What follows belongs to an exercise in optimizing a design on an open flow for small area; a production flow would make more cautious choices.
RTL that was checked went through simulation tests only; none was proved equivalent to the original.
The RTL of runs 2 and 3 was laid out without a check of its function.
Power is estimated from default activity; no workload was simulated.

--- flow/constraint.sdc ---
create_clock -name core_clock -period 12.0 [get_ports {CLK}]
set_input_delay 2.4000 -clock core_clock [delete_from_list [all_inputs] [get_ports {CLK}]]
set_output_delay 2.4000 -clock core_clock [all_outputs]
set_load 0.01 [all_outputs]
--- flow/config.mk ---
export PLATFORM = sky130hd
export DESIGN_NAME = term_project_top
export DESIGN_NICKNAME = term_project_top
export VERILOG_FILES = /design/flow/design.v
export SDC_FILE = /design/flow/constraint.sdc
export NUM_CORES = 4
export LEC_CHECK = 0
export CAP_MARGIN = 20
export CORE_MARGIN = 2
export CORE_UTILIZATION = 40
export SLEW_MARGIN = 20
--- flow/run.sh ---
#!/bin/bash
# synth_recipe.tcl (not shown) runs the flow's synth.tcl, then flattens the netlist and writes it again
# the make line also repeats each setting of config.mk as NAME=value (left out here)
make -C /OpenROAD-flow-scripts/flow DESIGN_CONFIG=/design/flow/config.mk WORK_HOME=/design/flow/orfs CLKGATE_MAP_FILE= SYNTH_SCRIPT=/design/flow/synth_recipe.tcl finish
--- flow/design.v ---
module full_adder(
    input a, b, cin,
    output reg s, cout
    );
    reg [2-1:0] _cout;
    reg _s;
    always @ (*) begin
        _s          = a ^ b;
        _cout[0] = a & b;
        s            = _s ^ cin;
        _cout[1] = _s & cin;
        cout       = _cout[0] | _cout[1];
    end
endmodule
module fourbit_adder_subtractor(
    input   [4-1:0] a, b,
    input   M,	 
    output [4-1:0] s,
    output cout, v
    );
    wire [4-1:0] _xb;
    wire [3-1:0] _cout;
    xor (_xb[0], b[0], M);
    xor (_xb[1], b[1], M);
    xor (_xb[2], b[2], M);
    xor (_xb[3], b[3], M);
    full_adder fa0( a[0], _xb[0],        M,    s[0], _cout[0]);
    full_adder fa1( a[1], _xb[1], _cout[0], s[1], _cout[1]);
    full_adder fa2( a[2], _xb[2], _cout[1], s[2], _cout[2]);
    full_adder fa3( a[3], _xb[3], _cout[2], s[3],       cout);
    xor (v, cout, _cout[2]);
endmodule
module fourbit_multiplier(
    input [4-1:0] a, b,
    output [8-1:0] out
    );
    wire [16-1:0] _and_temp;
    wire [8-1:0]   _add_temp;
    wire [3-1:0]   _dump_v;
    and (      out[0],  a[0], b[0]);
    and (_and_temp[1],  a[0], b[1]);
    and (_and_temp[2],  a[0], b[2]);
    and (_and_temp[3],  a[0], b[3]);
    and (_and_temp[4],  a[1], b[0]);
    and (_and_temp[5],  a[1], b[1]);
    and (_and_temp[6],  a[1], b[2]);
    and (_and_temp[7],  a[1], b[3]);
    and ( _and_temp[8], a[2], b[0]);
    and ( _and_temp[9], a[2], b[1]);
    and (_and_temp[10], a[2], b[2]);
    and (_and_temp[11], a[2], b[3]);
    and (_and_temp[12], a[3], b[0]);
    and (_and_temp[13], a[3], b[1]);
    and (_and_temp[14], a[3], b[2]);
    and (_and_temp[15], a[3], b[3]);
    fourbit_adder_subtractor ffa0(
        {1'b0, _and_temp[3:1]}, _and_temp[7:4], 1'b0, 
        {_add_temp[2:0], out[1]}, _add_temp[3], _dump_v[0]);
    fourbit_adder_subtractor ffa1( 
        _add_temp[3:0], _and_temp[11:8], 1'b0, 
        {_add_temp[6:4], out[2]}, _add_temp[7], _dump_v[1]);
    fourbit_adder_subtractor ffa2(
        _add_temp[7:4], _and_temp[15:12], 1'b0, 
        out[6:3], out[7], _dump_v[2]);
endmodule
module adder8_fa(
    input  [7:0] a,
    input  [7:0] b,
    output [7:0] sum,
    output       cout
);
    wire [7:0] c;
    full_adder fa0(a[0], b[0], 1'b0,   sum[0], c[0]);
    full_adder fa1(a[1], b[1], c[0],   sum[1], c[1]);
    full_adder fa2(a[2], b[2], c[1],   sum[2], c[2]);
    full_adder fa3(a[3], b[3], c[2],   sum[3], c[3]);
    full_adder fa4(a[4], b[4], c[3],   sum[4], c[4]);
    full_adder fa5(a[5], b[5], c[4],   sum[5], c[5]);
    full_adder fa6(a[6], b[6], c[5],   sum[6], c[6]);
    full_adder fa7(a[7], b[7], c[6],   sum[7], cout);
endmodule
module adder16_fa(
    input  [15:0] a,
    input  [15:0] b,
    output [15:0] sum,
    output        cout
);
    wire [15:0] c;
    full_adder fa0 (a[0],  b[0],  1'b0,   sum[0],  c[0]);
    full_adder fa1 (a[1],  b[1],  c[0],   sum[1],  c[1]);
    full_adder fa2 (a[2],  b[2],  c[1],   sum[2],  c[2]);
    full_adder fa3 (a[3],  b[3],  c[2],   sum[3],  c[3]);
    full_adder fa4 (a[4],  b[4],  c[3],   sum[4],  c[4]);
    full_adder fa5 (a[5],  b[5],  c[4],   sum[5],  c[5]);
    full_adder fa6 (a[6],  b[6],  c[5],   sum[6],  c[6]);
    full_adder fa7 (a[7],  b[7],  c[6],   sum[7],  c[7]);
    full_adder fa8 (a[8],  b[8],  c[7],   sum[8],  c[8]);
    full_adder fa9 (a[9],  b[9],  c[8],   sum[9],  c[9]);
    full_adder fa10(a[10], b[10], c[9],   sum[10], c[10]);
    full_adder fa11(a[11], b[11], c[10],  sum[11], c[11]);
    full_adder fa12(a[12], b[12], c[11],  sum[12], c[12]);
    full_adder fa13(a[13], b[13], c[12],  sum[13], c[13]);
    full_adder fa14(a[14], b[14], c[13],  sum[14], c[14]);
    full_adder fa15(a[15], b[15], c[14],  sum[15], cout);
endmodule
module mult8x8_struct(
    input  [7:0] a,
    input  [7:0] b,
    output [15:0] p
);
    wire [3:0] al = a[3:0];
    wire [3:0] ah = a[7:4];
    wire [3:0] bl = b[3:0];
    wire [3:0] bh = b[7:4];
    wire [7:0] p0, p1, p2, p3;
    fourbit_multiplier m0(.a(al), .b(bl), .out(p0));
    fourbit_multiplier m1(.a(al), .b(bh), .out(p1));
    fourbit_multiplier m2(.a(ah), .b(bl), .out(p2));
    fourbit_multiplier m3(.a(ah), .b(bh), .out(p3));
    wire [7:0] s1;
    wire       c1;
    adder8_fa add8_0(
        .a   (p1),
        .b   (p2),
        .sum (s1),
        .cout(c1)
    );
    wire [15:0] term0 = {8'd0, p0};
    wire [15:0] term1 = {4'd0, s1, 4'd0};
    wire [15:0] term2 = {p3, 8'd0};
    wire [15:0] temp;
    wire        ctemp, c2;
    adder16_fa add16_0(.a(term0), .b(term1), .sum(temp), .cout(ctemp));
    adder16_fa add16_1(.a(temp),  .b(term2), .sum(p),    .cout(c2));
endmodule
module bcd_to_7seg (
    input  [3:0] bcd,
    output reg [7:0] seg    
);
    always @(*) begin
        case (bcd)
            4'd0: seg = 8'b11111100;  
            4'd1: seg = 8'b01100000;  
            4'd2: seg = 8'b11011010;  
            4'd3: seg = 8'b11110010;  
            4'd4: seg = 8'b01100110;  
            4'd5: seg = 8'b10110110;  
            4'd6: seg = 8'b10111110;  
            4'd7: seg = 8'b11100000;  
            4'd8: seg = 8'b11111110;  
            4'd9: seg = 8'b11110110;  
            default: seg = 8'b00000000;  
        endcase
    end
endmodule
module MEM16x8(
    input        CLK,
    input        WR,
    input  [3:0] ADDR,
    input  [7:0] DATA_IN,
    output reg [7:0] DATA_OUT
);
    reg [7:0] mem [15:0];
    always @(posedge CLK) begin
        if (WR) begin
            mem[ADDR] <= DATA_IN;
        end else begin
            DATA_OUT <= mem[ADDR];
        end
    end
endmodule
module input_unit(
    input       clk,
    input       rst,
    input       enable,
    input       btn_zero,
    input       btn_one,
    input       btn_next,
    output reg [7:0] value,
    output reg       value_ready,
    output [7:0]     cur_value
);
    reg [3:0] bit_cnt;
    reg btn_zero_d, btn_one_d, btn_next_d;
    wire zero_rise = btn_zero & ~btn_zero_d;
    wire one_rise  = btn_one  & ~btn_one_d;
    wire next_rise = btn_next & ~btn_next_d;
    always @(posedge clk or posedge rst) begin
        if (rst) begin
            btn_zero_d <= 1'b0;
            btn_one_d  <= 1'b0;
            btn_next_d <= 1'b0;
        end else begin
            btn_zero_d <= btn_zero;
            btn_one_d  <= btn_one;
            btn_next_d <= btn_next;
        end
    end
    always @(posedge clk or posedge rst) begin
        if (rst) begin
            value       <= 8'd0;
            bit_cnt     <= 4'd0;
            value_ready <= 1'b0;
        end else begin
            value_ready <= 1'b0;
            if (enable) begin
                if (zero_rise && bit_cnt < 4'd8) begin
                    value   <= {value[6:0], 1'b0};
                    bit_cnt <= bit_cnt + 4'd1;
                end
                else if (one_rise && bit_cnt < 4'd8) begin
                    value   <= {value[6:0], 1'b1};
                    bit_cnt <= bit_cnt + 4'd1;
                end
                if (next_rise && bit_cnt == 4'd8) begin
                    value_ready <= 1'b1;
                    bit_cnt     <= 4'd0;
                end
            end else begin
                bit_cnt <= 4'd0;
                value   <= 8'd0;
            end
        end
    end
    assign cur_value=value;
endmodule
module controller(
    input        clk,
    input        rst,
    input  [7:0] input_value,
    input        input_value_ready,
    output reg   input_enable,
    output reg [3:0] ctrl_mem_addr,
    output reg       ctrl_mem_wr,
    output reg       mode_compute,
    output reg       comp_start,
    input            comp_done,
    input      [7:0] comp_result,
    output reg       display_enable,
    output reg [7:0] display_value
);
    localparam S_INPUT_A = 2'd0;
    localparam S_INPUT_B = 2'd1;
    localparam S_COMPUTE = 2'd2;
    localparam S_DISPLAY = 2'd3;
    reg [1:0] state;
    reg [2:0] elem_idx;
    always @(posedge clk or posedge rst) begin
        if (rst) begin
            state          <= S_INPUT_A;
            elem_idx       <= 3'd0;
            input_enable   <= 1'b1;
            ctrl_mem_addr  <= 4'd0;
            ctrl_mem_wr    <= 1'b0;
            mode_compute   <= 1'b0;
            comp_start     <= 1'b0;
            display_enable <= 1'b0;
            display_value  <= 8'd0;
        end else begin
            ctrl_mem_wr    <= 1'b0;
            comp_start     <= 1'b0;
            display_enable <= 1'b0;
            case (state)
                S_INPUT_A: begin
                    input_enable <= 1'b1;
                    mode_compute <= 1'b0;
                    if (input_value_ready) begin
                        ctrl_mem_addr <= {1'b0, elem_idx};
                        ctrl_mem_wr   <= 1'b1;
                        if (elem_idx == 3'd7) begin
                            elem_idx <= 3'd0;
                            state    <= S_INPUT_B;
                        end else begin
                            elem_idx <= elem_idx + 3'd1;
                        end
                    end
                end
                S_INPUT_B: begin
                    input_enable <= 1'b1;
                    mode_compute <= 1'b0;
                    if (input_value_ready) begin
                        ctrl_mem_addr <= 4'd8 + {1'b0, elem_idx};
                        ctrl_mem_wr   <= 1'b1;
                        if (elem_idx == 3'd7) begin
                            elem_idx     <= 3'd0;
                            state        <= S_COMPUTE;
                            mode_compute <= 1'b1;
                            comp_start   <= 1'b1;
                        end else begin
                            elem_idx <= elem_idx + 3'd1;
                        end
                    end
                end
                S_COMPUTE: begin
                    input_enable <= 1'b0;
                    mode_compute <= 1'b1;
                    if (comp_done) begin
                        display_value <= comp_result;
                        state         <= S_DISPLAY;
                        mode_compute  <= 1'b0;
                    end
                end
                S_DISPLAY: begin
                    input_enable   <= 1'b0;
                    mode_compute   <= 1'b0;
                    display_enable <= 1'b1;
                end
            endcase
        end
    end
endmodule
module dot_product_computation(
    input        clk,
    input        rst,
    input        start,
    input  [7:0] mem_data_in,
    output reg [3:0] mem_addr,
    output reg       mem_wr,
    output reg       done,
    output reg [7:0] result
);
    localparam C_IDLE    =4'd0;
    localparam C_LOAD_A  = 4'd1;
    localparam C_WAIT_A1  = 4'd2;
    localparam C_WAIT_A2  = 4'd3;
    localparam C_LOAD_B  = 4'd4;
    localparam C_WAIT_B1  = 4'd5;
    localparam C_WAIT_B2  = 4'd6;
    localparam C_ACCUM   = 4'd7;
    localparam C_DONE    = 4'd8;
    reg [3:0] state;
    reg [2:0] index;
    reg [7:0] a_reg, b_reg;
    reg [15:0] sum;
    wire [15:0] prod;
    mult8x8_struct u_mult(.a(a_reg), .b(b_reg), .p(prod));
    wire [15:0] sum_next;
    wire        cout_sum;
    adder16_fa u_add(.a(sum), .b(prod), .sum(sum_next), .cout(cout_sum));
    always @(posedge clk or posedge rst) begin
        if (rst) begin
            state    <= C_IDLE;
            index    <= 3'd0;
            a_reg    <= 8'd0;
            b_reg    <= 8'd0;
            sum      <= 16'd0;
            mem_addr <= 4'd0;
            mem_wr   <= 1'b0;
            done     <= 1'b0;
            result   <= 8'd0;
        end else begin
            mem_wr <= 1'b0;
            done   <= 1'b0;
            case (state)
                C_IDLE: begin
                    if (start) begin
                        index <= 3'd0;
                        sum   <= 16'd0;
                        state <= C_LOAD_A;
                    end
                end
                C_LOAD_A: begin
                    mem_addr <= {1'b0, index};
                    state    <= C_WAIT_A1;
                end
                C_WAIT_A1: begin
                    state <= C_WAIT_A2;
                end
                C_WAIT_A2: begin
                    a_reg <= mem_data_in;
                    state <= C_LOAD_B;
                end
                C_LOAD_B: begin
                    mem_addr <= 4'd8 + {1'b0, index};
                    state    <= C_WAIT_B1;
                end
                C_WAIT_B1: begin
                    state <= C_WAIT_B2;
                end
                C_WAIT_B2: begin
                    b_reg <= mem_data_in;
                    state <= C_ACCUM;
                end
                C_ACCUM: begin
                    sum <= sum_next;
                    if (index == 3'd7) begin
                        result <= sum_next[7:0];
                        state  <= C_DONE;
                    end else begin
                        index <= index + 3'd1;
                        state <= C_LOAD_A;
                    end
                end
                C_DONE: begin
                    done  <= 1'b1;
                    state <= C_IDLE;
                end
            endcase
        end
    end
endmodule
module display_unit(
    input        clk,
    input        rst,
    input        enable,
    input  [7:0] value,
    output reg [7:0] seg_COM,
    output reg [7:0] seg_DATA
);
    reg [15:0] refresh_cnt;
    always @(posedge clk or posedge rst) begin
        if (rst) refresh_cnt <= 16'd0;
        else     refresh_cnt <= refresh_cnt + 16'd1;
    end
    wire [2:0] digit_sel = refresh_cnt[4:2];
    reg [3:0] hundreds, tens, ones;
    integer v;
    always @(*) begin
        v = value;
        if (v > 255) v = 255;
        hundreds = v / 100;
        tens     = (v % 100) / 10;
        ones     = v % 10;
    end
    wire [7:0] seg_h, seg_t, seg_o;
    bcd_to_7seg u_h(.bcd(hundreds), .seg(seg_h));
    bcd_to_7seg u_t(.bcd(tens),     .seg(seg_t));
    bcd_to_7seg u_o(.bcd(ones),     .seg(seg_o));
    reg [7:0] seg_COM_next, seg_DATA_next;
    always @(*) begin
        if (!enable) begin
            seg_COM_next  = 8'b11111111;
            seg_DATA_next = 8'b00000000;
        end else begin
            case (digit_sel)
                3'd0: begin
                    seg_COM_next  = 8'b11111110;
                    seg_DATA_next = seg_o;
                end
                3'd1: begin
                    seg_COM_next  = 8'b11111101;
                    seg_DATA_next = seg_t;
                end
                3'd2: begin
                    seg_COM_next  = 8'b11111011;
                    seg_DATA_next = seg_h;
                end
                default: begin
                    seg_COM_next  = 8'b11111111;
                    seg_DATA_next = 8'b00000000;
                end
            endcase
        end
    end
    always @(posedge clk or posedge rst) begin
        if (rst) begin
            seg_COM  <= 8'b11111111;
            seg_DATA <= 8'b00000000;
        end else begin
            seg_COM  <= seg_COM_next;
            seg_DATA <= seg_DATA_next;
        end
    end
endmodule
module term_project_top(
    input        CLK,           
    input  [7:0] btn_sw,        
    output [7:0] seg_COM,       
    output [7:0] seg_DATA,       
    output [7:0] led
);
    wire btn_a = btn_sw[0];    
    wire btn_b = btn_sw[1];    
    wire btn_c = btn_sw[2];    
    wire btn_d = btn_sw[3];    
    wire rst = btn_d;
    wire        input_enable;
    wire [7:0]  input_value;
    wire        input_value_ready;
    wire [3:0]  ctrl_mem_addr;
    wire        ctrl_mem_wr;
    wire [3:0]  comp_mem_addr;
    wire        comp_mem_wr;
    wire [3:0]  mem_addr_4;
    wire        mem_wr;
    wire [7:0]  mem_data_in;
    wire [7:0]  mem_data_out;
    wire        comp_start;
    wire        comp_done;
    wire [7:0]  comp_result;
    wire        display_enable;
    wire [7:0]  display_value;
    wire        mode_compute;
    wire [7:0]  cur_input_value;
    input_unit u_input(
        .clk         (CLK),
        .rst         (rst),
        .enable      (input_enable),
        .btn_zero    (btn_a),
        .btn_one     (btn_b),
        .btn_next    (btn_c),
        .value       (input_value),
        .value_ready (input_value_ready),
        .cur_value(cur_input_value)
    );
    assign led = cur_input_value;
    dot_product_computation u_comp(
        .clk        (CLK),
        .rst        (rst),
        .start      (comp_start),
        .mem_data_in(mem_data_out),
        .mem_addr   (comp_mem_addr),
        .mem_wr     (comp_mem_wr),
        .done       (comp_done),
        .result     (comp_result)
    );
    controller u_ctrl(
        .clk              (CLK),
        .rst              (rst),
        .input_value      (input_value),
        .input_value_ready(input_value_ready),
        .input_enable     (input_enable),
        .ctrl_mem_addr    (ctrl_mem_addr),
        .ctrl_mem_wr      (ctrl_mem_wr),
        .mode_compute     (mode_compute),
        .comp_start       (comp_start),
        .comp_done        (comp_done),
        .comp_result      (comp_result),
        .display_enable   (display_enable),
        .display_value    (display_value)
    );
    assign mem_addr_4 = (mode_compute && !ctrl_mem_wr) ? comp_mem_addr : ctrl_mem_addr;
    assign mem_wr = ctrl_mem_wr;
    assign mem_data_in = input_value;
    MEM16x8 u_mem(
        .CLK     (CLK),
        .WR      (mem_wr),
        .ADDR    (mem_addr_4),
        .DATA_IN (mem_data_in),
        .DATA_OUT(mem_data_out)
    );
    display_unit u_disp(
        .clk     (CLK),
        .rst     (rst),
        .enable  (display_enable),
        .value   (display_value),
        .seg_COM (seg_COM),
        .seg_DATA(seg_DATA)
    );
endmodule
==> report_table.html, run 1 <==
<table>
<tr><th>Metric</th><th>Value</th></tr>
<tr><th colspan="2">Drt</th></tr>
<tr><td>Post-detailed-route DRC marker count</td><td>0</td></tr>
<tr><td>Total wire length</td><td>25.7 mm</td></tr>
<tr><td>Average routed wire per standard cell</td><td>17.3 microns</td></tr>
<tr><td>Detailed Routing Iterations Pass 1</td><td>6</td></tr>
<tr><td>Vias per Instance</td><td>5.49</td></tr>
<tr><td>Total via count in the routed design</td><td>8,168</td></tr>
<tr><td>Antenna Nets Post-Route</td><td>0</td></tr>
<tr><td>First-iteration detailed-routing DRC count</td><td>480</td></tr>
<tr><th colspan="2">Layout</th></tr>
<tr><td>Final standard cell area without fillers</td><td>14,400 sq um</td></tr>
<tr><td>Area growth, synth to finish</td><td>12.4%</td></tr>
<tr><td>Number of flip-flops under the largest register name</td><td>128</td></tr>
<tr><td>Footprint of the multi-input gates</td><td>5940 sq um</td></tr>
<tr><td>Post-layout net count</td><td>1,146</td></tr>
<tr><td>Number of inserted filler cells in the final layout</td><td>2,846</td></tr>
<tr><td>Number of diodes</td><td>0</td></tr>
<tr><td>Reg with most FFs</td><td>u_mem.mem</td></tr>
<tr><td>FF+latch area</td><td>6520 sq um</td></tr>
<tr><td>Share of cells above drive strength 1</td><td>15.5%</td></tr>
<tr><th colspan="2">Setup path</th></tr>
<tr><td>Critical Path Source</td><td>u_ctrl.display_value[4]$_DFFE_PP0P_</td></tr>
<tr><td>Cell count along the critical path</td><td>26</td></tr>
<tr><td>Number of cell instances on the worst register-to-register path</td><td>26</td></tr>
<tr><td>Worst flop-to-flop path endpoint</td><td>u_disp.seg_DATA[3]$_DFF_PP0_</td></tr>
<tr><td>Endpoint class of the critical path</td><td>register</td></tr>
<tr><td>Startpoint class of the critical path</td><td>register</td></tr>
<tr><td>Category of cells accounting for the largest share of critical-path delay</td><td>compound AO/OA/AOI/OAI gates</td></tr>
<tr><td>Slowest cell on the critical path</td><td>sky130_fd_sc_hd__dfrtp_1</td></tr>
<tr><td>Largest stage delay, worst path</td><td>680 ps</td></tr>
<tr><td>Setup CP Type</td><td>reg -&gt; reg</td></tr>
<tr><td>Reg-to-reg slack, setup</td><td>4350 ps</td></tr>
<tr><td>Critical-path maximum fanout</td><td>16</td></tr>
<tr><td>Launching point of the worst reg2reg path</td><td>u_ctrl.display_value[4]$_DFFE_PP0P_</td></tr>
<tr><td>Critical Path AT</td><td>8050 ps</td></tr>
<tr><td>Most repeated library cell on the critical path</td><td>sky130_fd_sc_hd__ha_1</td></tr>
<tr><td>Worst Path Buf+Inv</td><td>3</td></tr>
<tr><td>Worst EP required</td><td>12,400 ps</td></tr>
<tr><th colspan="2">Timing</th></tr>
<tr><td>Pin slew with the least headroom to its limit</td><td>989 ps</td></tr>
<tr><td>Slew HR</td><td>33.9%</td></tr>
<tr><td>Post-route clock skew</td><td>25.9 ps</td></tr>
<tr><td>RSZ-0062 raised after global routing</td><td>no</td></tr>
<tr><td>Min Tclk post-route</td><td>7650 ps</td></tr>
<tr><td>Smallest hold slack</td><td>448 ps</td></tr>
<tr><td>Number of endpoints with negative hold slack in the final report</td><td>0</td></tr>
<tr><td>Final number of setup-violating endpoints</td><td>0</td></tr>
<tr><td>Highest clock frequency the design can meet</td><td>131 MHz</td></tr>
<tr><td>Final TNS setup</td><td>0 ps</td></tr>
<tr><td>Worst-case setup margin in the final layout</td><td>4350 ps</td></tr>
<tr><td>Count of pins over their slew limit</td><td>0</td></tr>
<tr><td>Period utilisation layout</td><td>63.7%</td></tr>
<tr><th colspan="2">Clock network</th></tr>
<tr><td>Buffers from clock root to sink, at most</td><td>3</td></tr>
<tr><td>Clk sinks</td><td>233</td></tr>
<tr><td>Clock Tree Root</td><td>sky130_fd_sc_hd__clkbuf_16</td></tr>
<tr><td># resized after CTS</td><td>0</td></tr>
<tr><td>TritonCTS clock tree</td><td>yes</td></tr>
<tr><td>Total number of H-tree levels</td><td>1</td></tr>
<tr><td>Insertion delay to the later sink of the worst-skew pair</td><td>540 ps</td></tr>
<tr><td>Number of buffers inserted during clock tree synthesis</td><td>25</td></tr>
<tr><td>Post-CTS Setup Bufs</td><td>0</td></tr>
<tr><td>Number of hold-repair buffers added at the cts stage</td><td>0</td></tr>
<tr><td>Clock slew seen by the registers of the worst setup and hold paths</td><td>60 ps</td></tr>
<tr><th colspan="2">Synthesis</th></tr>
<tr><td>Leading cell type by number of instances after synthesis</td><td>sky130_fd_sc_hd__edfxtp_1</td></tr>
<tr><td>Count of yosys warnings during synthesis</td><td>7</td></tr>
<tr><td>Number of distinct library cells after synthesis</td><td>92</td></tr>
<tr><td>Seq cells post-synth</td><td>233</td></tr>
<tr><td>Mean instance size in the synthesized netlist</td><td>12.2 sq um</td></tr>
<tr><td>Top cell type's share of synthesized area</td><td>32.0%</td></tr>
<tr><td>Synthesized netlist cell count</td><td>1,044</td></tr>
<tr><td>Area of the mapped netlist</td><td>12,800 sq um</td></tr>
<tr><td>Library cell occupying the most area in the post-synthesis netlist</td><td>sky130_fd_sc_hd__edfxtp_1</td></tr>
<tr><td>Biggest area contributors in the synthesized netlist</td><td>sky130_fd_sc_hd__edfxtp_1 32%, sky130_fd_sc_hd__dfrtp_1 18%, sky130_fd_sc_hd__mux4_2 5.6%, sky130_fd_sc_hd__ha_1 4.7%, sky130_fd_sc_hd__mux2_2 3.4%</td></tr>
<tr><td>Most used standard cells in the synthesized netlist</td><td>136 x sky130_fd_sc_hd__edfxtp_1, 93 x sky130_fd_sc_hd__dfrtp_1, 86 x sky130_fd_sc_hd__nand2_1</td></tr>
<tr><td>Sequential area share after synthesis</td><td>51.0%</td></tr>
<tr><td>Number of flops mapped to enable cells by yosys</td><td>136</td></tr>
<tr><td>Post-synth top flop</td><td>sky130_fd_sc_hd__edfxtp_1</td></tr>
<tr><td>Proportion of synthesized flip-flops having asynchronous set or reset</td><td>41.6%</td></tr>
<tr><th colspan="2">Global routing</th></tr>
<tr><td>Global-route wire length before repair</td><td>43.1 mm</td></tr>
<tr><td>Pin count of the biggest net entering global routing</td><td>83</td></tr>
<tr><td>Overflow after GRT</td><td>0</td></tr>
<tr><td>Vias in the first global route</td><td>8,098</td></tr>
<tr><td>Number of antenna violations at the first check in global routing</td><td>0</td></tr>
<tr><td>Aggregate global-route resource usage</td><td>16.0%</td></tr>
<tr><th colspan="2">Flow run</th></tr>
<tr><td>Max-cap viol count</td><td>0</td></tr>
<tr><th colspan="2">Power and ir drop</th></tr>
<tr><td>Leakage power summed over all cells</td><td>5.71 nW</td></tr>
<tr><td>Final Total Pwr</td><td>0.00203 W</td></tr>
<tr><td>Pwr per Cell Area</td><td>141 nW/um^2</td></tr>
<tr><td>Worst ir drop on vdd</td><td>0.192 mV</td></tr>
<tr><th colspan="2">Die</th></tr>
<tr><td>Starting utilization of the core area</td><td>40.6%</td></tr>
<tr><td>Die boundary width</td><td>183 microns</td></tr>
<tr><td># IOs</td><td>33</td></tr>
<tr><td>Area of the placeable core</td><td>31,500 sq um</td></tr>
<tr><td>Total Die Area</td><td>33,400 sq um</td></tr>
<tr><td>Row count</td><td>65</td></tr>
<tr><td>Die outline height</td><td>183 microns</td></tr>
<tr><th colspan="2">Placement</th></tr>
<tr><td>Area post-placement</td><td>13,500 sq um</td></tr>
<tr><td>Setup slack at placement</td><td>4390 ps</td></tr>
<tr><td>Count of buffers from port buffering</td><td>22</td></tr>
<tr><td>Routability congestion estimate from global placement</td><td>0.803</td></tr>
<tr><td>Placed wire-length estimate after detailed placement</td><td>17.5 mm</td></tr>
<tr><th colspan="2">Hold path</th></tr>
<tr><td>Instance count along the most critical hold path</td><td>1</td></tr>
<tr><td>Type of the tightest min-delay check</td><td>reg -&gt; reg</td></tr>
<tr><td>Min-Delay Endpoint</td><td>u_disp.refresh_cnt[0]$_DFF_PP0_</td></tr>
<tr><td>Worst hold start</td><td>u_disp.refresh_cnt[0]$_DFF_PP0_</td></tr>
<tr><th colspan="2">Status</th></tr>
<tr><td>Outcome</td><td>timing/DRC/antenna clean</td></tr>
</table>
cells by family after synthesis:
| group | after synthesis | synth area share [%] |
|---|---|---|
| AOI/OAI and AO/OA | 216 | 12.2 |
| xor gates and xnor gates | 48 | 3.47 |
| adders and majority gates | 72 | 8.16 |
| buffers and inverters | 91 | 3.04 |
| DFF | 233 | 51.0 |
| muxes | 96 | 11.0 |
| other | 2 | 0.0588 |
| and+or+nand+nor | 286 | 11.1 |
metrics by stage:
stage / utilization [%] / cells
2_1_floorplan: - / 1048
3_3_place_gp: 42.8 / 1444
3_5_place_dp: 42.8 / 1444
4_1_cts: 45.6 / 1489
5_1_grt: 45.6 / 1489
6_report: 45.6 / 1489
placed cells by master, fill, tap and decap left out, types with 8 or more instances in the layout:
master | netlist | layout
sky130_fd_sc_hd__dfrtp_1 | 93 | 93
sky130_fd_sc_hd__mux2_2 | 39 | 39
sky130_fd_sc_hd__o211ai_1 | 8 | 8
sky130_fd_sc_hd__nand2_1 | 86 | 86
sky130_fd_sc_hd__clkbuf_16 | 0 | 25
sky130_fd_sc_hd__a211oi_1 | 19 | 19
sky130_fd_sc_hd__nand3_1 | 14 | 14
sky130_fd_sc_hd__nor3_1 | 21 | 18
sky130_fd_sc_hd__o31ai_1 | 9 | 9
sky130_fd_sc_hd__o21ai_0 | 34 | 34
sky130_fd_sc_hd__xor2_1 | 8 | 8
sky130_fd_sc_hd__nor2_1 | 58 | 58
sky130_fd_sc_hd__xnor2_1 | 37 | 37
sky130_fd_sc_hd__mux4_2 | 32 | 32
sky130_fd_sc_hd__edfxtp_1 | 136 | 136
sky130_fd_sc_hd__nand2b_1 | 11 | 11
sky130_fd_sc_hd__a21oi_1 | 41 | 41
sky130_fd_sc_hd__a31oi_1 | 8 | 8
sky130_fd_sc_hd__inv_1 | 45 | 44
sky130_fd_sc_hd__buf_4 | 8 | 16
sky130_fd_sc_hd__fa_1 | 20 | 20
sky130_fd_sc_hd__a22o_1 | 11 | 11
sky130_fd_sc_hd__and2_1 | 36 | 36
sky130_fd_sc_hd__clkdlybuf4s50_1 | 0 | 22
sky130_fd_sc_hd__mux2i_1 | 25 | 22
sky130_fd_sc_hd__ha_1 | 48 | 48
sky130_fd_sc_hd__nor2b_1 | 21 | 21
sky130_fd_sc_hd__o21a_1 | 9 | 9
per-layer routing:
| layer | vias to the layer above | part of all wire, % | GRT usage [%] | wire, microns |
|---|---|---|---|---|
| met2 | 171 | 50 | 27.7 | 12900 |
| li1 | 3907 | - | - | - |
| met3 | 28 | 3.9 | 2.03 | 1010 |
| met5 | - | 0 | 0 | 0 |
| met4 | 0 | 1.4 | 2.81 | 357 |
| met1 | 4062 | 44 | 21.8 | 11400 |
power by group:
part	internal, W	total [W]	switching [W]
combinational	0.0000971	0.000221	0.000124
sequential	0.000954	0.00101	0.0000521
clock	0.000496	0.000804	0.000307
total	0.00155	0.00203	0.000483
worst max path at each step:
stage | to | slack, ps
after floorplan | u_disp.seg_DATA[3]$_DFF_PP0_ | 5550
final | u_disp.seg_DATA[3]$_DFF_PP0_ | 4350
after global routing | u_disp.seg_DATA[3]$_DFF_PP0_ | 3670
after detailed placement | u_disp.seg_DATA[3]$_DFF_PP0_ | 4390
after global placement | u_disp.seg_DATA[3]$_DFF_PP0_ | 4410
after CTS | u_disp.seg_DATA[3]$_DFF_PP0_ | 4370
final cells by class:
cell class	instances	share of cell area, %
flip-flops and latches	233	45.4
multi-input cells	724	41.4
clock buffers	34	4.87
well taps	402	3.50
repair buffers	39	2.45
clock inverters	11	1.22
inverters	46	1.22
==> run 2, diff against run 1 <==
==> flow/design.v (replaced) <==
module term_project_top(
    input        CLK,
    input  [7:0] btn_sw,
    output [7:0] seg_COM,
    output [7:0] seg_DATA,
    output [7:0] led
);
    wire rst = btn_sw[3];
    reg  [2:0] bd;           
    reg  [7:0] value;        
    reg  [3:0] cnt;          
    reg        vr;           
    reg  [3:0] idx;          
    reg        done;         
    reg  [4:0] rc;           
    reg  [7:0] acc;          
    reg  [7:0] P;            
    reg  [7:0] S0, S1, S2, S3, S4, S5, S6, S7;
    wire zr = btn_sw[0] & ~bd[0];
    wire orr = btn_sw[1] & ~bd[1];
    wire nr = btn_sw[2] & ~bd[2];
    wire off   = done & idx[0];         
    wire shift = (zr | orr) & ~cnt[3];
    wire bitv  = ~zr;
    wire [7:0] value_n = off ? 8'd0 : shift ? {value[6:0], bitv} : value;
    wire cap  = vr & ~done;             
    wire last = cap & (idx == 4'd15);
    wire [7:0] P_h = shift ? ({P[6:0], 1'b0} + ({8{bitv}} & S7)) : P;
    wire ge10 = (|acc[7:4]) | (acc[3] & (acc[2] | acc[1]));
    wire step = off & ge10;
    wire [7:0] addend = done ? 8'hF6 : P_h;
    wire [7:0] acc_sum = acc + addend;
    wire [3:0] t1 = (P[3:0] == 4'd9) ? 4'd0 : P[3:0] + 4'd1;
    wire [1:0] h1 = (P[3:0] == 4'd9) ? P[5:4] + 2'd1 : P[5:4];
    always @(posedge CLK or posedge rst) begin
        if (rst) begin
            bd    <= 3'd0;
            value <= 8'd0;
            cnt   <= 4'd0;
            vr    <= 1'b0;
            idx   <= 4'd0;
            done  <= 1'b0;
            rc    <= 5'd31;
            acc   <= 8'd0;
        end else begin
            bd    <= btn_sw[2:0];
            value <= value_n;
            rc    <= rc + 5'd1;
            vr    <= ~off & nr & cnt[3];
            if (off || (nr && cnt[3]))
                cnt <= 4'd0;
            else if (shift)
                cnt <= cnt + 4'd1;
            if (cap || (done && !idx[0]))
                idx <= idx + 4'd1;
            if (last)
                done <= 1'b1;
            if ((cap && idx[3]) || step)
                acc <= acc_sum;
        end
    end
    always @(posedge CLK) begin
        if (cap) begin
            S0 <= value_n; S1 <= S0; S2 <= S1; S3 <= S2;
            S4 <= S3; S5 <= S4; S6 <= S5; S7 <= S6;
        end
        if (done) begin
            if (!off)
                P <= 8'd0;
            else if (ge10)
                P <= {2'b00, h1, t1};
        end else if (cap)
            P <= {7'd0, S6[0] & value_n[0]};
        else
            P <= P_h;
    end
    wire       den = off & ~ge10;
    wire [1:0] s   = rc[3:2];
    wire       on  = den & ~rc[4] & ~(rc[3] & rc[2]);
    reg  [3:0] dig;
    always @(*) begin
        case (s)
            2'd0:    dig = acc[3:0];
            2'd1:    dig = P[3:0];
            default: dig = {2'b00, P[5:4]};
        endcase
    end
    reg [6:0] seg;
    always @(*) begin
        case (dig)
            4'd0: seg = 7'b1111110;
            4'd1: seg = 7'b0110000;
            4'd2: seg = 7'b1101101;
            4'd3: seg = 7'b1111001;
            4'd4: seg = 7'b0110011;
            4'd5: seg = 7'b1011011;
            4'd6: seg = 7'b1011111;
            4'd7: seg = 7'b1110000;
            4'd8: seg = 7'b1111111;
            default: seg = 7'b1111011;
        endcase
    end
    assign seg_DATA = {seg & {7{on}}, 1'b0};
    assign seg_COM  = {5'b11111, ~(on & (s == 2'd2)), ~(on & (s == 2'd1)),
                       ~(on & (s == 2'd0))};
    assign led = value;
endmodule
==> run 2 against run 1 <==
Against the previous run:
- still clean on timing, DRC and antenna
- critical path depth fell by 7
- power shrank 44%
- largest power group unchanged
- critical path type is now in -> reg
- cell area fell by 63%
==> report_table.html, run 2 <==
<table>
<tr><th>Metric</th><th>Value</th></tr>
<tr><th colspan="2">Global routing</th></tr>
<tr><td>Pin count of the biggest net entering global routing</td><td>67 (was 83)</td></tr>
<tr><td>Number of antenna violations at the first check in global routing</td><td>0 (unchanged)</td></tr>
<tr><td>Aggregate global-route resource usage</td><td>13.2% (was 16.0%)</td></tr>
<tr><td>Vias in the first global route</td><td>2,727 (was 8,098)</td></tr>
<tr><td>Global-route wire length before repair</td><td>13.0 mm (was 43.1 mm)</td></tr>
<tr><td>Overflow after GRT</td><td>0 (unchanged)</td></tr>
<tr><th colspan="2">Setup path</th></tr>
<tr><td>Critical Path AT</td><td>6350 ps (was 8050 ps)</td></tr>
<tr><td>Slowest cell on the critical path</td><td>sky130_fd_sc_hd__clkdlybuf4s50_1 (was sky130_fd_sc_hd__dfrtp_1)</td></tr>
<tr><td>Setup CP Type</td><td>in -&gt; reg (was reg -&gt; reg)</td></tr>
<tr><td>Critical path, cell by cell</td><td>clkdlybuf4s50_1 -&gt; nand2b_1 -&gt; and2_1 -&gt; ha_1 -&gt; inv_1 -&gt; fa_1 -&gt; nor2b_4 -&gt; nor2_1 -&gt; nor2_1 -&gt; nor2_1 -&gt; xnor2_1 -&gt; a211o_1 -&gt; ha_1 -&gt; o21ai_1 -&gt; nand2b_1 -&gt; and3_1 -&gt; a41o_1 -&gt; a2111oi_2 -&gt; xor2_1</td></tr>
<tr><td>Cell count along the critical path</td><td>19 (was 26)</td></tr>
<tr><td>Reg-to-reg slack, setup</td><td>8040 ps (was 4350 ps)</td></tr>
<tr><td>Launching point of the worst reg2reg path</td><td>bd[0]$_DFF_PP0_ (was u_ctrl.display_value[4]$_DFFE_PP0P_)</td></tr>
<tr><td>Largest stage delay, worst path</td><td>420 ps (was 680 ps)</td></tr>
<tr><td>Most repeated library cell on the critical path</td><td>sky130_fd_sc_hd__nor2_1 (was sky130_fd_sc_hd__ha_1)</td></tr>
<tr><td>Endpoint class of the critical path</td><td>register (unchanged)</td></tr>
<tr><td>Number of cell instances on the worst register-to-register path</td><td>18 (was 26)</td></tr>
<tr><td>Worst Path Buf+Inv</td><td>2 (was 3)</td></tr>
<tr><td>Worst flop-to-flop path endpoint</td><td>acc[7]$_DFFE_PP0P_ (was u_disp.seg_DATA[3]$_DFF_PP0_)</td></tr>
<tr><td>Worst EP required</td><td>12,270 ps (was 12,400 ps)</td></tr>
<tr><td>Startpoint class of the critical path</td><td>input pin (was register)</td></tr>
<tr><td>Critical-path maximum fanout</td><td>13 (was 16)</td></tr>
<tr><td>Category of cells accounting for the largest share of critical-path delay</td><td>simple AND/OR/NAND/NOR gates (was compound AO/OA/AOI/OAI gates)</td></tr>
<tr><th colspan="2">Clock network</th></tr>
<tr><td>Total number of H-tree levels</td><td>3 (was 1)</td></tr>
<tr><td>Buffers from clock root to sink, at most</td><td>2 (was 3)</td></tr>
<tr><td>Number of buffers inserted during clock tree synthesis</td><td>9 (was 25)</td></tr>
<tr><td>Clk sinks</td><td>106 (was 233)</td></tr>
<tr><td># resized after CTS</td><td>0 (unchanged)</td></tr>
<tr><td>Clock slew seen by the registers of the worst setup and hold paths</td><td>70 ps (was 60 ps)</td></tr>
<tr><td>TritonCTS clock tree</td><td>yes (unchanged)</td></tr>
<tr><td>Insertion delay to the later sink of the worst-skew pair</td><td>350 ps (was 540 ps)</td></tr>
<tr><td>Number of hold-repair buffers added at the cts stage</td><td>0 (unchanged)</td></tr>
<tr><td>Clock Tree Root</td><td>sky130_fd_sc_hd__clkbuf_16 (unchanged)</td></tr>
<tr><td>Post-CTS Setup Bufs</td><td>0 (unchanged)</td></tr>
<tr><th colspan="2">Synthesis</th></tr>
<tr><td>Number of flops mapped to enable cells by yosys</td><td>72 (was 136)</td></tr>
<tr><td>Proportion of synthesized flip-flops having asynchronous set or reset</td><td>32.1% (was 41.6%)</td></tr>
<tr><td>Number of distinct library cells after synthesis</td><td>51 (was 92)</td></tr>
<tr><td>Leading cell type by number of instances after synthesis</td><td>sky130_fd_sc_hd__edfxtp_1 (unchanged)</td></tr>
<tr><td>Count of yosys warnings during synthesis</td><td>1 (was 7)</td></tr>
<tr><td>Area of the mapped netlist</td><td>4740 sq um (was 12,800 sq um)</td></tr>
<tr><td>Library cell occupying the most area in the post-synthesis netlist</td><td>sky130_fd_sc_hd__edfxtp_1 (unchanged)</td></tr>
<tr><td>Biggest area contributors in the synthesized netlist</td><td>sky130_fd_sc_hd__edfxtp_1 46%, sky130_fd_sc_hd__dfrtp_1 15%, sky130_fd_sc_hd__ha_1 6.3%, sky130_fd_sc_hd__a21oi_1 3.2%, sky130_fd_sc_hd__nand2_1 3.2% (was sky130_fd_sc_hd__edfxtp_1 32%, sky130_fd_sc_hd__dfrtp_1 18%, sky130_fd_sc_hd__mux4_2 5.6%, sky130_fd_sc_hd__ha_1 4.7%, sky130_fd_sc_hd__mux2_2 3.4%)</td></tr>
<tr><td>Synthesized netlist cell count</td><td>370 (was 1,044)</td></tr>
<tr><td>Seq cells post-synth</td><td>106 (was 233)</td></tr>
<tr><td>Mean instance size in the synthesized netlist</td><td>12.8 sq um (was 12.2 sq um)</td></tr>
<tr><td>Most used standard cells in the synthesized netlist</td><td>72 x sky130_fd_sc_hd__edfxtp_1, 40 x sky130_fd_sc_hd__nand2_1, 30 x sky130_fd_sc_hd__a21oi_1 (was 136 x sky130_fd_sc_hd__edfxtp_1, 93 x sky130_fd_sc_hd__dfrtp_1, 86 x sky130_fd_sc_hd__nand2_1)</td></tr>
<tr><td>Post-synth top flop</td><td>sky130_fd_sc_hd__edfxtp_1 (unchanged)</td></tr>
<tr><td>Top cell type's share of synthesized area</td><td>45.6% (was 32.0%)</td></tr>
<tr><td>Sequential area share after synthesis</td><td>63.7% (was 51.0%)</td></tr>
<tr><th colspan="2">Layout</th></tr>
<tr><td>Most common cell after layout, fill and taps aside</td><td>sky130_fd_sc_hd__edfxtp_1 (unchanged)</td></tr>
<tr><td>FF+latch area</td><td>3020 sq um (was 6520 sq um)</td></tr>
<tr><td>Number of inserted filler cells in the final layout</td><td>1,052 (was 2,846)</td></tr>
<tr><td>Post-layout net count</td><td>427 (was 1,146)</td></tr>
<tr><td>Share of cells above drive strength 1</td><td>9.32% (was 15.5%)</td></tr>
<tr><td>Commonest non-fill, non-tap cells in the layout</td><td>72 x sky130_fd_sc_hd__edfxtp_1, 40 x sky130_fd_sc_hd__nand2_1, 29 x sky130_fd_sc_hd__a21oi_1, 29 x sky130_fd_sc_hd__nor2_1, 29 x sky130_fd_sc_hd__dfrtp_1 (was 136 x sky130_fd_sc_hd__edfxtp_1, 93 x sky130_fd_sc_hd__dfrtp_1, 86 x sky130_fd_sc_hd__nand2_1, 58 x sky130_fd_sc_hd__nor2_1, 48 x sky130_fd_sc_hd__ha_1)</td></tr>
<tr><td>Layout Utilization</td><td>46.8% (was 45.6%)</td></tr>
<tr><td>Area growth, synth to finish</td><td>13.6% (was 12.4%)</td></tr>
<tr><td>Number of diodes</td><td>0 (unchanged)</td></tr>
<tr><td>Footprint of the multi-input gates</td><td>1620 sq um (was 5940 sq um)</td></tr>
<tr><th colspan="2">Die</th></tr>
<tr><td>Die outline height</td><td>113 microns (was 183 microns)</td></tr>
<tr><td>Total Die Area</td><td>12,700 sq um (was 33,400 sq um)</td></tr>
<tr><td>Die boundary width</td><td>113 microns (was 183 microns)</td></tr>
<tr><td># IOs</td><td>33 (unchanged)</td></tr>
<tr><td>Row count</td><td>39 (was 65)</td></tr>
<tr><td>Area of the placeable core</td><td>11,500 sq um (was 31,500 sq um)</td></tr>
<tr><td>Starting utilization of the core area</td><td>41.2% (was 40.6%)</td></tr>
<tr><th colspan="2">Power and ir drop</th></tr>
<tr><td>Pwr per Cell Area</td><td>212 nW/um^2 (was 141 nW/um^2)</td></tr>
<tr><td>Clock power share</td><td>25.0% (was 39.6%)</td></tr>
<tr><td>Leakage power summed over all cells</td><td>2.12 nW (was 5.71 nW)</td></tr>
<tr><td>Worst ir drop on vdd</td><td>0.136 mV (was 0.192 mV)</td></tr>
<tr><td>Share of power burned in combinational logic</td><td>29.7% (was 10.9%)</td></tr>
<tr><td>Switching share of power</td><td>32.8% (was 23.8%)</td></tr>
<tr><td>Internal power</td><td>0.000769 W (was 0.00155 W)</td></tr>
<tr><td>Share of total power in sequential cells</td><td>45.3% (was 49.5%)</td></tr>
<tr><td>Net switching power figure</td><td>0.000375 W (was 0.000483 W)</td></tr>
<tr><th colspan="2">Timing</th></tr>
<tr><td>Post-route clock skew</td><td>5.42 ps (was 25.9 ps)</td></tr>
<tr><td>Worst-case setup margin in the final layout</td><td>5920 ps (was 4350 ps)</td></tr>
<tr><td>Min Tclk post-route</td><td>6080 ps (was 7650 ps)</td></tr>
<tr><td>Period utilisation layout</td><td>50.7% (was 63.7%)</td></tr>
<tr><td>Count of pins over their slew limit</td><td>0 (unchanged)</td></tr>
<tr><td>Highest clock frequency the design can meet</td><td>164 MHz (was 131 MHz)</td></tr>
<tr><td>Pin slew with the least headroom to its limit</td><td>824 ps (was 989 ps)</td></tr>
<tr><td>Final number of setup-violating endpoints</td><td>0 (unchanged)</td></tr>
<tr><td>RSZ-0062 raised after global routing</td><td>no (unchanged)</td></tr>
<tr><td>Number of endpoints with negative hold slack in the final report</td><td>0 (unchanged)</td></tr>
<tr><td>Slew HR</td><td>45.1% (was 33.9%)</td></tr>
<tr><td>Final TNS setup</td><td>0 ps (unchanged)</td></tr>
<tr><th colspan="2">Drt</th></tr>
<tr><td>Vias per Instance</td><td>5.12 (was 5.49)</td></tr>
<tr><td>Average routed wire per standard cell</td><td>14.3 microns (was 17.3 microns)</td></tr>
<tr><td>Antenna Nets Post-Route</td><td>0 (unchanged)</td></tr>
<tr><td>Post-detailed-route DRC marker count</td><td>0 (unchanged)</td></tr>
<tr><td>Detailed Routing Iterations Pass 1</td><td>15 (was 6)</td></tr>
<tr><td>First-iteration detailed-routing DRC count</td><td>134 (was 480)</td></tr>
<tr><td>Total wire length</td><td>7.70 mm (was 25.7 mm)</td></tr>
<tr><td>Total via count in the routed design</td><td>2,766 (was 8,168)</td></tr>
<tr><th colspan="2">Placement</th></tr>
<tr><td>Routability congestion estimate from global placement</td><td>0.803 (about the same)</td></tr>
<tr><td>Setup slack at placement</td><td>5540 ps (was 4390 ps)</td></tr>
<tr><td>Count of buffers from port buffering</td><td>22 (unchanged)</td></tr>
<tr><td>Placed wire-length estimate after detailed placement</td><td>5.14 mm (was 17.5 mm)</td></tr>
<tr><th colspan="2">Hold path</th></tr>
<tr><td>Instance count along the most critical hold path</td><td>0 (was 1)</td></tr>
<tr><td>Min-Delay Endpoint</td><td>S5[1]$_DFFE_PP_ (was u_disp.refresh_cnt[0]$_DFF_PP0_)</td></tr>
<tr><td>Worst hold start</td><td>S4[1]$_DFFE_PP_ (was u_disp.refresh_cnt[0]$_DFF_PP0_)</td></tr>
<tr><td>Type of the tightest min-delay check</td><td>reg -&gt; reg (unchanged)</td></tr>
<tr><th colspan="2">Flow run</th></tr>
<tr><td>Max-cap viol count</td><td>0 (unchanged)</td></tr>
<tr><th colspan="2">Status</th></tr>
<tr><td>Outcome</td><td>timing/DRC/antenna clean (unchanged)</td></tr>
</table>
run 2: cell count changes in the layout (fill, tap and decap cells not counted), moves of 24 or more:
cell and change:
sky130_fd_sc_hd__nor2_1 -29, sky130_fd_sc_hd__nand2_1 -46, sky130_fd_sc_hd__ha_1 -24, sky130_fd_sc_hd__xnor2_1 -26, sky130_fd_sc_hd__dfrtp_1 -64, sky130_fd_sc_hd__o21ai_0 -24
sky130_fd_sc_hd__inv_1 -35, sky130_fd_sc_hd__mux4_2 -32, sky130_fd_sc_hd__edfxtp_1 -64, sky130_fd_sc_hd__and2_1 -28, sky130_fd_sc_hd__mux2_2 -36
run 2: power by group through the flow:
stage / clock [W] / combinational, W / sequential (W)
2_1_floorplan: 0 / 0.000253 / 0.000515
3_3_place_gp: 0 / 0.000330 / 0.000523
3_5_place_dp: 0 / 0.000339 / 0.000526
4_1_cts: 0.000295 / 0.000342 / 0.000519
5_1_grt: 0.000310 / 0.000384 / 0.000527
6_report: 0.000286 / 0.000339 / 0.000518
run 2: per-layer routing:
metal  global-route usage, %  up-vias  wire length (microns)
met3                    3.48       16                    368
met2                    20.8       55                   3590
met5                       0        -                      0
li1                        -     1367                      -
met4                    6.59        0                    189
met1                    17.0     1328                   3550
run 2: how the worst max path moves through the flow:
stage | end | slack, ps | from
6_report | acc[7]$_DFFE_PP0P_ | 5920 | btn_sw[0]
3_5_place_dp | acc[7]$_DFFE_PP0P_ | 5540 | btn_sw[0]
4_1_cts | acc[7]$_DFFE_PP0P_ | 5890 | btn_sw[0]
5_1_grt | acc[7]$_DFFE_PP0P_ | 5610 | btn_sw[0]
3_3_place_gp | acc[7]$_DFFE_PP0P_ | 5580 | btn_sw[0]
2_1_floorplan | acc[7]$_DFFE_PP0P_ | 6350 | btn_sw[0]
run 2: cell families (layout without fill, tap and decap cells):
group                      count (synthesis)  after routing  synth area share [%]
other                                      2              6                 0.158
adders and majority gates                 26             26                  7.18
AOI/OAI and AO/OA                         74             74                  10.4
buffers and inverters                     27             50                  2.61
xor gates and xnor gates                  18             18                  3.33
muxes                                      7              7                  1.56
and+or+nand+nor                          110            110                  11.1
DFF                                      106            106                  63.7
run 2: area by class of cell:
class | instances | area share (%)
inverter | 9 | 0.627
clock inverter | 7 | 1.25
clock buffer | 9 | 4.18
tap | 143 | 3.32
timing repair buffer | 25 | 4.51
multi-input combinational | 241 | 30.0
sequential | 106 | 56.1
run 2: stage by stage:
step / instance area [sq um] / total power (W) / std cells / hold slack, ps
after floorplan: 4760 / 0.000768 / 374 / 400
after global placement: 5090 / 0.000853 / 524 / 401
after detailed placement: 5090 / 0.000865 / 524 / 405
after CTS: 5380 / 0.00116 / 540 / 419
after global routing: 5380 / 0.00122 / 540 / 428
final: 5380 / 0.00114 / 540 / 416
==> run 3, diff against run 2 <==
--- a/flow/design.v
+++ b/flow/design.v
@@ -10,25 +10,26 @@
     reg  [7:0] value;        
     reg  [3:0] cnt;          
-    reg        vr;           
-    reg  [3:0] idx;          
-    reg        done;         
+    reg  [4:0] idx;          
     reg  [4:0] rc;           
-    reg  [7:0] acc;          
     reg  [7:0] P;            
     reg  [7:0] S0, S1, S2, S3, S4, S5, S6, S7;
-    wire zr = btn_sw[0] & ~bd[0];
+    wire zr  = btn_sw[0] & ~bd[0];
     wire orr = btn_sw[1] & ~bd[1];
-    wire nr = btn_sw[2] & ~bd[2];
-    wire off   = done & idx[0];         
-    wire shift = (zr | orr) & ~cnt[3];
+    wire nr  = btn_sw[2] & ~bd[2];
+    wire done = idx[4];                 
+    wire off  = done & idx[0];          
+    wire acc9 = cnt[3] & cnt[0];        
+    wire full = cnt[3] & ~cnt[0];       
+    wire shift = (zr | orr) & ~full;
     wire bitv  = ~zr;
     wire [7:0] value_n = off ? 8'd0 : shift ? {value[6:0], bitv} : value;
-    wire cap  = vr & ~done;             
-    wire last = cap & (idx == 4'd15);
+    wire cap  = acc9 & ~done;           
+    wire bph  = idx[3];                 
+    wire first = (idx[3:0] == 4'd8);    
     wire [7:0] P_h = shift ? ({P[6:0], 1'b0} + ({8{bitv}} & S7)) : P;
-    wire ge10 = (|acc[7:4]) | (acc[3] & (acc[2] | acc[1]));
+    wire ge10 = (|S0[7:4]) | (S0[3] & (S0[2] | S0[1]));
     wire step = off & ge10;
-    wire [7:0] addend = done ? 8'hF6 : P_h;
-    wire [7:0] acc_sum = acc + addend;
+    wire [7:0] addend  = done ? 8'hF6 : P_h;
+    wire [7:0] acc_sum = (first ? 8'd0 : S0) + addend;
     wire [3:0] t1 = (P[3:0] == 4'd9) ? 4'd0 : P[3:0] + 4'd1;
     wire [1:0] h1 = (P[3:0] == 4'd9) ? P[5:4] + 2'd1 : P[5:4];
@@ -38,29 +39,26 @@
             value <= 8'd0;
             cnt   <= 4'd0;
-            vr    <= 1'b0;
-            idx   <= 4'd0;
-            done  <= 1'b0;
+            idx   <= 5'd0;
             rc    <= 5'd31;
-            acc   <= 8'd0;
         end else begin
             bd    <= btn_sw[2:0];
             value <= value_n;
             rc    <= rc + 5'd1;
-            vr    <= ~off & nr & cnt[3];
-            if (off || (nr && cnt[3]))
+            if (off)
                 cnt <= 4'd0;
-            else if (shift)
-                cnt <= cnt + 4'd1;
+            else if (nr && full)
+                cnt <= 4'd9;
+            else
+                cnt <= (cnt & {~acc9, 2'b11, ~acc9}) + {3'd0, shift};
             if (cap || (done && !idx[0]))
-                idx <= idx + 4'd1;
-            if (last)
-                done <= 1'b1;
-            if ((cap && idx[3]) || step)
-                acc <= acc_sum;
+                idx <= idx + 5'd1;
         end
     end
     always @(posedge CLK) begin
+        if (cap || step) begin
+            S0 <= (bph || done) ? acc_sum : value_n;
+        end
         if (cap) begin
-            S0 <= value_n; S1 <= S0; S2 <= S1; S3 <= S2;
+            S1 <= S0; S2 <= S1; S3 <= S2;
             S4 <= S3; S5 <= S4; S6 <= S5; S7 <= S6;
         end
@@ -81,5 +79,5 @@
     always @(*) begin
         case (s)
-            2'd0:    dig = acc[3:0];
+            2'd0:    dig = S0[3:0];
             2'd1:    dig = P[3:0];
             default: dig = {2'b00, P[5:4]};
--- a/flow/config.mk
+++ b/flow/config.mk
@@ -9,3 +9,4 @@
 export CORE_MARGIN = 2
 export CORE_UTILIZATION = 40
+export CTS_BUF_LIST = sky130_fd_sc_hd__clkbuf_8
 export SLEW_MARGIN = 20
==> run 3 against run 2 <==
Against the previous run:
- still clean
- sequential share of layout area decreased by 1.5 points
- final cell count up 0.74%
- die area down 2.2%
- worst hold slack improved by 3.9 ps
- power shrank 8.2%
- combinational power is essentially flat
- global-route usage grew 0.96 points
- clock skew up 4.1 ps
- critical path type unchanged
==> report_table.html, run 3 <==
<table>
<tr><th>Metric</th><th>Value</th></tr>
<tr><th colspan="2">Status</th></tr>
<tr><td>Outcome</td><td>timing/DRC/antenna clean (unchanged)</td></tr>
<tr><th colspan="2">Placement</th></tr>
<tr><td>Area post-placement</td><td>4930 sq um (was 5090 sq um)</td></tr>
<tr><td>Placed wire-length estimate after detailed placement</td><td>5.55 mm (was 5.14 mm)</td></tr>
<tr><td>Placed Cells incl. Taps</td><td>528 (was 524)</td></tr>
<tr><td>Setup slack at placement</td><td>5980 ps (was 5540 ps)</td></tr>
<tr><td>Count of buffers from port buffering</td><td>22 (unchanged)</td></tr>
<tr><td>Routability congestion estimate from global placement</td><td>0.817 (was 0.803)</td></tr>
<tr><th colspan="2">Layout</th></tr>
<tr><td>Commonest non-fill, non-tap cells in the layout</td><td>72 x sky130_fd_sc_hd__edfxtp_1, 40 x sky130_fd_sc_hd__nand2_1, 28 x sky130_fd_sc_hd__nor2_1, 26 x sky130_fd_sc_hd__a21oi_1, 26 x sky130_fd_sc_hd__ha_1 (was 72 x sky130_fd_sc_hd__edfxtp_1, 40 x sky130_fd_sc_hd__nand2_1, 29 x sky130_fd_sc_hd__a21oi_1, 29 x sky130_fd_sc_hd__nor2_1, 29 x sky130_fd_sc_hd__dfrtp_1)</td></tr>
<tr><td>Final standard cell area without fillers</td><td>5120 sq um (was 5380 sq um)</td></tr>
<tr><td>Most common cell after layout, fill and taps aside</td><td>sky130_fd_sc_hd__edfxtp_1 (unchanged)</td></tr>
<tr><td>Number of inserted filler cells in the final layout</td><td>1,052 (unchanged)</td></tr>
<tr><td>Number of diodes</td><td>0 (unchanged)</td></tr>
<tr><td>Post-layout net count</td><td>433 (was 427)</td></tr>
<tr><td>Footprint of the multi-input gates</td><td>1680 sq um (was 1620 sq um)</td></tr>
<tr><td>FF+latch area</td><td>2790 sq um (was 3020 sq um)</td></tr>
<tr><td>Fin cells</td><td>544 (was 540)</td></tr>
<tr><td>Area growth, synth to finish</td><td>10.5% (was 13.6%)</td></tr>
<tr><td>Share of cells above drive strength 1</td><td>8.48% (was 9.32%)</td></tr>
<tr><th colspan="2">Synthesis</th></tr>
<tr><td>Area of the mapped netlist</td><td>4630 sq um (was 4740 sq um)</td></tr>
<tr><td>Top cell type's share of synthesized area</td><td>46.7% (was 45.6%)</td></tr>
<tr><td>Sequential area share after synthesis</td><td>60.3% (was 63.7%)</td></tr>
<tr><td>Multiplexer share of the synthesized area</td><td>1.35% (was 1.56%)</td></tr>
<tr><td>Mean instance size in the synthesized netlist</td><td>12.3 sq um (was 12.8 sq um)</td></tr>
<tr><td>Seq cells post-synth</td><td>97 (was 106)</td></tr>
<tr><td>Number of flops mapped to enable cells by yosys</td><td>72 (unchanged)</td></tr>
<tr><td>Biggest area contributors in the synthesized netlist</td><td>sky130_fd_sc_hd__edfxtp_1 47%, sky130_fd_sc_hd__dfrtp_1 11%, sky130_fd_sc_hd__ha_1 7.0%, sky130_fd_sc_hd__nand2_1 3.2%, sky130_fd_sc_hd__dfstp_2 2.8% (was sky130_fd_sc_hd__edfxtp_1 46%, sky130_fd_sc_hd__dfrtp_1 15%, sky130_fd_sc_hd__ha_1 6.3%, sky130_fd_sc_hd__a21oi_1 3.2%, sky130_fd_sc_hd__nand2_1 3.2%)</td></tr>
<tr><td>Fraction of synthesized cell area in xor and xnor cells</td><td>3.59% (was 3.33%)</td></tr>
<tr><td>Leading cell type by number of instances after synthesis</td><td>sky130_fd_sc_hd__edfxtp_1 (unchanged)</td></tr>
<tr><td>Library cell occupying the most area in the post-synthesis netlist</td><td>sky130_fd_sc_hd__edfxtp_1 (unchanged)</td></tr>
<tr><td>Number of distinct library cells after synthesis</td><td>57 (was 51)</td></tr>
<tr><td>Adder-Cell Fraction of Synth Area</td><td>7.89% (was 7.18%)</td></tr>
<tr><td>Share of the synthesized area in compound gates (AO/OA/AOI/OAI)</td><td>9.72% (was 10.4%)</td></tr>
<tr><td>Simple-gate area share of the yosys netlist</td><td>13.2% (was 11.1%)</td></tr>
<tr><td>Post-synth top flop</td><td>sky130_fd_sc_hd__edfxtp_1 (unchanged)</td></tr>
<tr><td>Proportion of synthesized flip-flops having asynchronous set or reset</td><td>25.8% (was 32.1%)</td></tr>
<tr><td>Largest family of logic cells by synthesized area</td><td>simple AND/OR/NAND/NOR gates (unchanged)</td></tr>
<tr><td>Most used standard cells in the synthesized netlist</td><td>72 x sky130_fd_sc_hd__edfxtp_1, 40 x sky130_fd_sc_hd__nand2_1, 28 x sky130_fd_sc_hd__nor2_1 (was 72 x sky130_fd_sc_hd__edfxtp_1, 40 x sky130_fd_sc_hd__nand2_1, 30 x sky130_fd_sc_hd__a21oi_1)</td></tr>
<tr><td>Count of yosys warnings during synthesis</td><td>1 (unchanged)</td></tr>
<tr><th colspan="2">Setup path</th></tr>
<tr><td>Critical path, cell by cell</td><td>clkdlybuf4s50_1 -&gt; nand2b_1 -&gt; and2_1 -&gt; ha_1 -&gt; inv_1 -&gt; fa_1 -&gt; nor2_1 -&gt; a211o_1 -&gt; ha_1 -&gt; a21oi_1 -&gt; o21ai_0 -&gt; o41ai_1 -&gt; xor2_1 -&gt; o21ai_1 (was clkdlybuf4s50_1 -&gt; nand2b_1 -&gt; and2_1 -&gt; ha_1 -&gt; inv_1 -&gt; fa_1 -&gt; nor2b_4 -&gt; nor2_1 -&gt; nor2_1 -&gt; nor2_1 -&gt; xnor2_1 -&gt; a211o_1 -&gt; ha_1 -&gt; o21ai_1 -&gt; nand2b_1 -&gt; and3_1 -&gt; a41o_1 -&gt; a2111oi_2 -&gt; xor2_1)</td></tr>
<tr><td>Critical-path maximum fanout</td><td>9 (was 13)</td></tr>
<tr><td>Setup CP Type</td><td>in -&gt; reg (unchanged)</td></tr>
<tr><td>Worst Path Buf+Inv</td><td>2 (unchanged)</td></tr>
<tr><td>Largest stage delay, worst path</td><td>510 ps (was 420 ps)</td></tr>
<tr><td>Endpoint class of the critical path</td><td>register (unchanged)</td></tr>
<tr><td>Most repeated library cell on the critical path</td><td>sky130_fd_sc_hd__ha_1 (was sky130_fd_sc_hd__nor2_1)</td></tr>
<tr><td>Critical Path AT</td><td>5730 ps (was 6350 ps)</td></tr>
<tr><td>Startpoint class of the critical path</td><td>input pin (unchanged)</td></tr>
<tr><td>Worst EP required</td><td>12,090 ps (was 12,270 ps)</td></tr>
<tr><td>Category of cells accounting for the largest share of critical-path delay</td><td>compound AO/OA/AOI/OAI gates (was simple AND/OR/NAND/NOR gates)</td></tr>
<tr><td>Slowest cell on the critical path</td><td>sky130_fd_sc_hd__fa_1 (was sky130_fd_sc_hd__clkdlybuf4s50_1)</td></tr>
<tr><th colspan="2">Die</th></tr>
<tr><td>Die boundary width</td><td>112 microns (was 113 microns)</td></tr>
<tr><td># IOs</td><td>33 (unchanged)</td></tr>
<tr><td>Total Die Area</td><td>12,500 sq um (was 12,700 sq um)</td></tr>
<tr><td>Area of the placeable core</td><td>11,400 sq um (was 11,500 sq um)</td></tr>
<tr><td>Die outline height</td><td>112 microns (was 113 microns)</td></tr>
<tr><td>Row count</td><td>39 (unchanged)</td></tr>
<tr><th colspan="2">Clock network</th></tr>
<tr><td>Number of buffers inserted during clock tree synthesis</td><td>9 (unchanged)</td></tr>
<tr><td>Clk sinks</td><td>97 (was 106)</td></tr>
<tr><td>Insertion delay to the later sink of the worst-skew pair</td><td>370 ps (was 350 ps)</td></tr>
<tr><td>Buffers from clock root to sink, at most</td><td>2 (unchanged)</td></tr>
<tr><td>Post-CTS Setup Bufs</td><td>0 (unchanged)</td></tr>
<tr><td>Clock slew seen by the registers of the worst setup and hold paths</td><td>90 ps (was 70 ps)</td></tr>
<tr><td>TritonCTS clock tree</td><td>yes (unchanged)</td></tr>
<tr><td>Total number of H-tree levels</td><td>3 (unchanged)</td></tr>
<tr><td># resized after CTS</td><td>0 (unchanged)</td></tr>
<tr><td>Number of hold-repair buffers added at the cts stage</td><td>0 (unchanged)</td></tr>
<tr><td>Clock Tree Root</td><td>sky130_fd_sc_hd__clkbuf_8 (was sky130_fd_sc_hd__clkbuf_16)</td></tr>
<tr><th colspan="2">Global routing</th></tr>
<tr><td>Global-route wire length before repair</td><td>13.8 mm (was 13.0 mm)</td></tr>
<tr><td>Pin count of the biggest net entering global routing</td><td>58 (was 67)</td></tr>
<tr><td>Vias in the first global route</td><td>2,712 (was 2,727)</td></tr>
<tr><td>Aggregate global-route resource usage</td><td>14.2% (was 13.2%)</td></tr>
<tr><td>Overflow after GRT</td><td>0 (unchanged)</td></tr>
<tr><td>Number of antenna violations at the first check in global routing</td><td>0 (unchanged)</td></tr>
<tr><th colspan="2">Drt</th></tr>
<tr><td>Met3 wire length</td><td>336 microns (was 368 microns)</td></tr>
<tr><td>Average routed wire per standard cell</td><td>15.1 microns (was 14.3 microns)</td></tr>
<tr><td>Antenna Nets Post-Route</td><td>0 (unchanged)</td></tr>
<tr><td>Total via count in the routed design</td><td>2,760 (was 2,766)</td></tr>
<tr><td>First-iteration detailed-routing DRC count</td><td>185 (was 134)</td></tr>
<tr><td>Met2 wire length</td><td>3.73 mm (was 3.59 mm)</td></tr>
<tr><td>Detailed Routing Iterations Pass 1</td><td>5 (was 15)</td></tr>
<tr><td>Total wire length</td><td>8.22 mm (was 7.70 mm)</td></tr>
<tr><td>Post-detailed-route DRC marker count</td><td>0 (unchanged)</td></tr>
<tr><td>Wire length on met1</td><td>4.00 mm (was 3.55 mm)</td></tr>
<tr><td>Vias per Instance</td><td>5.07 (was 5.12)</td></tr>
<tr><th colspan="2">Timing</th></tr>
<tr><td>Slew HR</td><td>36.4% (was 45.1%)</td></tr>
<tr><td>RSZ-0062 raised after global routing</td><td>no (unchanged)</td></tr>
<tr><td>Final number of setup-violating endpoints</td><td>0 (unchanged)</td></tr>
<tr><td>Number of endpoints with negative hold slack in the final report</td><td>0 (unchanged)</td></tr>
<tr><td>Period utilisation layout</td><td>47.1% (was 50.7%)</td></tr>
<tr><td>Pin slew with the least headroom to its limit</td><td>948 ps (was 824 ps)</td></tr>
<tr><td>Min Tclk post-route</td><td>5650 ps (was 6080 ps)</td></tr>
<tr><td>Worst-case setup margin in the final layout</td><td>6350 ps (was 5920 ps)</td></tr>
<tr><td>Count of pins over their slew limit</td><td>0 (unchanged)</td></tr>
<tr><td>Smallest hold slack</td><td>420 ps (was 416 ps)</td></tr>
<tr><td>Final TNS setup</td><td>0 ps (unchanged)</td></tr>
<tr><td>Post-route clock skew</td><td>9.53 ps (was 5.42 ps)</td></tr>
<tr><td>Highest clock frequency the design can meet</td><td>177 MHz (was 164 MHz)</td></tr>
<tr><th colspan="2">Power and ir drop</th></tr>
<tr><td>Pwr per Cell Area</td><td>205 nW/um^2 (was 212 nW/um^2)</td></tr>
<tr><td>Worst ir drop on vdd</td><td>0.118 mV (was 0.136 mV)</td></tr>
<tr><td>Leakage power summed over all cells</td><td>1.95 nW (was 2.12 nW)</td></tr>
<tr><th colspan="2">Flow run</th></tr>
<tr><td>Max-cap viol count</td><td>0 (unchanged)</td></tr>
<tr><th colspan="2">Hold path</th></tr>
<tr><td>Type of the tightest min-delay check</td><td>reg -&gt; reg (unchanged)</td></tr>
</table>
-- run 3: metrics by stage --
step	power (W)	utilization, %
3_3_place_gp	0.000837	43.4
3_5_place_dp	0.000848	43.4
6_report	0.00105	45.0
4_1_cts	0.00106	45.0
2_1_floorplan	0.000754	-
5_1_grt	0.00113	45.0
-- run 3: area by class of cell --
type / count / share of cell area, %
Inverter: 14 / 1.03
Clock inverter: 7 / 1.22
Timing Repair Buffer: 23 / 4.45
Multi-Input combinational cell: 251 / 32.8
Tap cell: 143 / 3.49
Sequential cell: 97 / 54.6
Clock buffer: 9 / 2.42
-- run 3: cell families (layout without fill, tap and decap cells) --
kind of cell / Yosys count / after routing
AND/OR/NAND/NOR: 121 / 121
flip-flops: 97 / 97
AO/OA/AOI/OAI: 71 / 71
buffers and inverters: 32 / 53
adder cells (fa/ha/maj): 28 / 28
XOR/XNOR: 19 / 19
multiplexers: 6 / 6
other: 2 / 6
-- run 3: routing by layer --
metal  GRT usage [%]  vias up
met5               0        -
met4            4.86        0
met3            4.90       12
met2            21.3       55
met1            19.3     1322
li1                -     1371
-- run 3: worst paths after layout --
| check | startpoint | endpoint | slack (ps) | cells past startpoint |
|---|---|---|---|---|
| min in group asynchronous | btn_sw[3] | bd[2]$_DFF_PP0_ | 2430 | 2 |
| max in group asynchronous | btn_sw[3] | value[6]$_DFF_PP0_ | 9120 | 2 |
| max | btn_sw[0] | S0[7]$_DFFE_PP_ | 6350 | 14 |
| min | S1[4]$_DFFE_PP_ | S2[4]$_DFFE_PP_ | 420 | 0 |
| min reg2reg | S1[4]$_DFFE_PP_ | S2[4]$_DFFE_PP_ | 420 | 0 |
| max reg2reg | bd[0]$_DFF_PP0_ | S0[7]$_DFFE_PP_ | 8410 | 13 |
-- run 3: power by group --
group          internal (W)  switching [W]  leakage, nW
logic              0.000151       0.000189        0.883
registers          0.000452      0.0000521        0.975
clock network     0.0000942       0.000111       0.0939
